From an optimization exercise on the open Yosys and OpenROAD flow, aimed at small area and a short achievable clock period; shortcuts taken in it are not production practice. At most, simulation tests tie the RTL to the original design; equivalence was not proved. No activity file was given, so power comes from the tool's default toggle rates.

==> module work_zyq, before the edit <==
module work_zyq(CLK,rst,keystat,dataout);
	input CLK;
	input rst;
	input [4:0]keystat;
	output [31:0]dataout;
	reg [31:0]dataout;
	reg [14:0]first;       
	reg [2:0]preop;        
	reg [4:0]prestat;      
	wire [14:0] second;
	zq_v4 uv(.d(dataout[15:0]), .v(second));
	wire subm = preop[0];
	wire [14:0] u;
	wire uco;              
	zq_rca #(15) uas(.a(first), .b(second ^ {15{subm}}), .ci(subm), .s(u), .co(uco));
	wire gt = uco & |u;
	wire [14:0] mag;       
	zq_cneg #(15) uneg(.x(u), .n(~uco), .y(mag));
	wire [15:0] sum = {uco, u};
	wire [28:0] prod;
	zq_mul15 umul(.a(first), .b(second), .p(prod));
	wire [14:0] quo;
	zq_div15 udiv(.n(first), .d(second), .q(quo));
	wire is_add = preop == 3'b110;
	wire is_sub = preop == 3'b111;
	wire is_mul = preop == 3'b100;
	wire is_div = preop == 3'b101;
	wire is_none = ~preop[2];
	wire [28:0] ans = ({29{is_add}} & {13'd0, sum}) |
	                  ({29{is_sub}} & {14'd0, mag}) |
	                  ({29{is_mul}} & prod) |
	                  ({29{is_div}} & {14'd0, quo}) |
	                  ({29{is_none}} & {14'd0, first});
	wire [31:0] bcd;
	zq_bcd29 ubcd(.b(ans), .d(bcd));
	wire neg = is_sub & ~gt;
	wire [4:0] nz;         
	assign nz[0] = |bcd[3:0];
	assign nz[1] = |bcd[7:4];
	assign nz[2] = |bcd[11:8];
	assign nz[3] = |bcd[15:12];
	assign nz[4] = |bcd[19:16];
	wire [5:1] sgn;
	assign sgn[1] = neg & ~|nz[4:1];
	assign sgn[2] = neg & nz[1] & ~|nz[4:2];
	assign sgn[3] = neg & nz[2] & ~|nz[4:3];
	assign sgn[4] = neg & nz[3] & ~nz[4];
	assign sgn[5] = neg & nz[4];
	wire dz = is_div & ~|second;
	wire [31:0] res = dz ? 32'h00000EDD :
		bcd | {8'd0, {4{sgn[5]}}, {4{sgn[4]}}, {4{sgn[3]}}, {4{sgn[2]}}, {4{sgn[1]}}, 4'd0};
	wire [31:0] d_nx;
	wire [14:0] f_nx;
	wire [2:0] p_nx;
	wire [4:0] k_nx;
	zq_ctl uctl(.rst(rst), .keystat(keystat), .prestat(prestat), .dataout(dataout), .res(res),
		.first(first), .second(second), .preop(preop),
		.d_nx(d_nx), .f_nx(f_nx), .p_nx(p_nx), .k_nx(k_nx));
	always @(posedge CLK) begin
		dataout <= d_nx;
		first <= f_nx;
		preop <= p_nx;
		prestat <= k_nx;
	end
endmodule
clock: 220.0 ns
lec_check: 0
cap_margin: 20
core_margin: 2
core_utilization: 40
slew_margin: 20
standard.sh (not shown) runs the stock make flow with config.mk's settings and CLKGATE_MAP_FILE= SYNTH_SCRIPT=/design/flow/synth_recipe.tcl, a recipe that flattens the netlist after the stock synthesis.
==> flow/flow/run.sh <==
#!/bin/bash
# Own layout flow: the standard synthesis and layout, except that
#  - Yosys skips the quick ABC pass inside synth (-noabc), extracts full/half adder
#    cells only in the modules listed in flow/fa_modules.txt (kept apart until mapping,
#    then flattened like the rest), and maps the logic with the area-oriented ABC script
#    in flow/abc.script (no gate upsizing); the next-state module zq_ctl is mapped with
#    ORFS's speed script;
#  - port buffers are buf_2 cells;
#  - the resizer's repair_timing aims at the slack in flow/margin.txt (the SDC's clock is
#    unchanged).
# Each tool's full output goes to a log file in the work folder.
set -euo pipefail
WORK=$(pwd)
FL=$WORK/flow
MARGIN=$(cat "$FL/margin.txt")
FAMODS=$(cat "$FL/fa_modules.txt")

sed -e "s#^source \$::env(SCRIPTS_DIR)/synth_preamble.tcl#source \$::env(SCRIPTS_DIR)/synth_preamble.tcl\nset abc_fast \$abc_args\nset abc_args [lreplace \$abc_args 1 1 $FL/abc.script]#" \
    -e "s#^  extract_fa {\*}\[dont_use_extract_fa_args\]\$#  extract_fa {*}[dont_use_extract_fa_args] $FAMODS#" \
    -e "s#^  log_cmd abc {\*}\$abc_args\$#  log_cmd abc {*}\$abc_fast zq_ctl\n  log_cmd abc {*}\$abc_args \$::env(DESIGN_NAME) $FAMODS#" \
  "$FLOW_HOME/scripts/synth.tcl" > "$WORK/own_synth.tcl"
grep -q "lreplace \$abc_args 1 1" "$WORK/own_synth.tcl"
grep -q "abc_fast zq_ctl" "$WORK/own_synth.tcl"
grep -q "extract_fa {\*}\[dont_use_extract_fa_args\] $FAMODS" "$WORK/own_synth.tcl"
sed "s#\$::env(SCRIPTS_DIR)/synth.tcl#$WORK/own_synth.tcl#" "$WORK/synth_recipe.tcl" > "$WORK/own_synth_recipe.tcl"
grep -q "own_synth.tcl" "$WORK/own_synth_recipe.tcl"
sed "s#SYNTH_SCRIPT=[^ ]*#SYNTH_SCRIPT=$WORK/own_synth_recipe.tcl#" "$WORK/standard.sh" > "$WORK/own_synth.sh"
grep -q "own_synth_recipe.tcl" "$WORK/own_synth.sh"

SYNTH_KEEP_MODULES="zq_ctl $FAMODS" SYNTH_ARGS=-noabc bash "$WORK/own_synth.sh" synth > "$WORK/synth.log" 2>&1
export BUFFER_PORTS_ARGS="-buffer_cell sky130_fd_sc_hd__buf_2"
export SETUP_SLACK_MARGIN=$MARGIN
bash "$WORK/standard.sh" > "$WORK/layout.log" 2>&1
test -f "$WORK/out/final.def"
==> flow/flow/abc.script <==
strash
dch
amap
topo
==> flow/flow/fa_modules.txt <==
zq_mul15
==> flow/flow/margin.txt <==
174.6
The first run finished with timing, DRC and antenna clean.
Next try:
--- a/flow/design.v
+++ b/flow/design.v
@@ -15,8 +15,8 @@
 	zq_rca #(15) uas(.a(first), .b(second ^ {15{subm}}), .ci(subm), .s(u), .co(uco));
 	wire gt = uco & |u;
 	wire [14:0] mag;       
-	zq_cneg #(15) uneg(.x(u), .n(~uco), .y(mag));
-	wire [15:0] sum = {uco, u};
+	zq_cneg #(15) uneg(.x(u), .n(subm & ~uco), .y(mag));
+	wire [15:0] sum = {uco, mag};
 	wire [28:0] prod;
 	zq_mul15 umul(.a(first), .b(second), .p(prod));
 	wire [14:0] quo;
@@ -26,11 +26,11 @@
 	wire is_mul = preop == 3'b100;
 	wire is_div = preop == 3'b101;
 	wire is_none = ~preop[2];
-	wire [28:0] ans = ({29{is_add}} & {13'd0, sum}) |
-	                  ({29{is_sub}} & {14'd0, mag}) |
+	wire [28:0] ans = ({29{is_add}} & {13'd0, uco, 15'd0}) |
+	                  ({29{is_add | is_sub}} & {14'd0, mag}) |
 	                  ({29{is_mul}} & prod) |
 	                  ({29{is_div}} & {14'd0, quo}) |
-	                  ({29{is_none}} & {14'd0, first});
+	                  29'd0;    
 	wire [31:0] bcd;
 	zq_bcd29 ubcd(.b(ans), .d(bcd));
 	wire neg = is_sub & ~gt;
Non-clock buffer count went down by 12.
Synthesized cell count went down by 0.67%.
Count of clock-buffer cells in the layout went down by 1.
Final cell count went down by 0.92%.
Sequential share of layout area barely changes.
Final area went down by 1.5%.
Setup slack is worse by 49 ps.
Total power went down by 9.6%.
Routed wire length went down by 0.57%.
Register-to-register slack is better by 80 ps.
Global-route usage went up by 0.19 points.
Via count went down by 1.6%.
Combinational power went down by about 10%.
Function not checked in the second run of this note: the RTL went through the layout flow alone.

separate check: timing with driven ports:
No port has a modelled driver above. Below, the same layouts with a new extraction and two added sets of constraints. Step 1, drivers: a clkbuf_16 drives CLK and a buf_2 each remaining input, both assumed. Step 2, shift: input delay + t, output delay - t, t = (earliest + latest rising clock arrival at the registers) / 2. This alone moves slack from input paths to output paths. Slacks: ideal / step 1 / step 2; pairs: ideal / step 1.
run	t (ns)	slack for setup (ns)	clock arrival spread, ns	cell pins on the clock port's net
the first run	0.342	174.762 / 174.715 / 174.474	0.010 / 0.010	1
the second run	0.332	174.713 / 174.715 / 174.383	0.008 / 0.008	1
After both steps setup and hold are still met in every run listed. The setup slack of the second run, which loses most, moves by +0.002 ns with the drivers and by -0.330 ns with both steps.
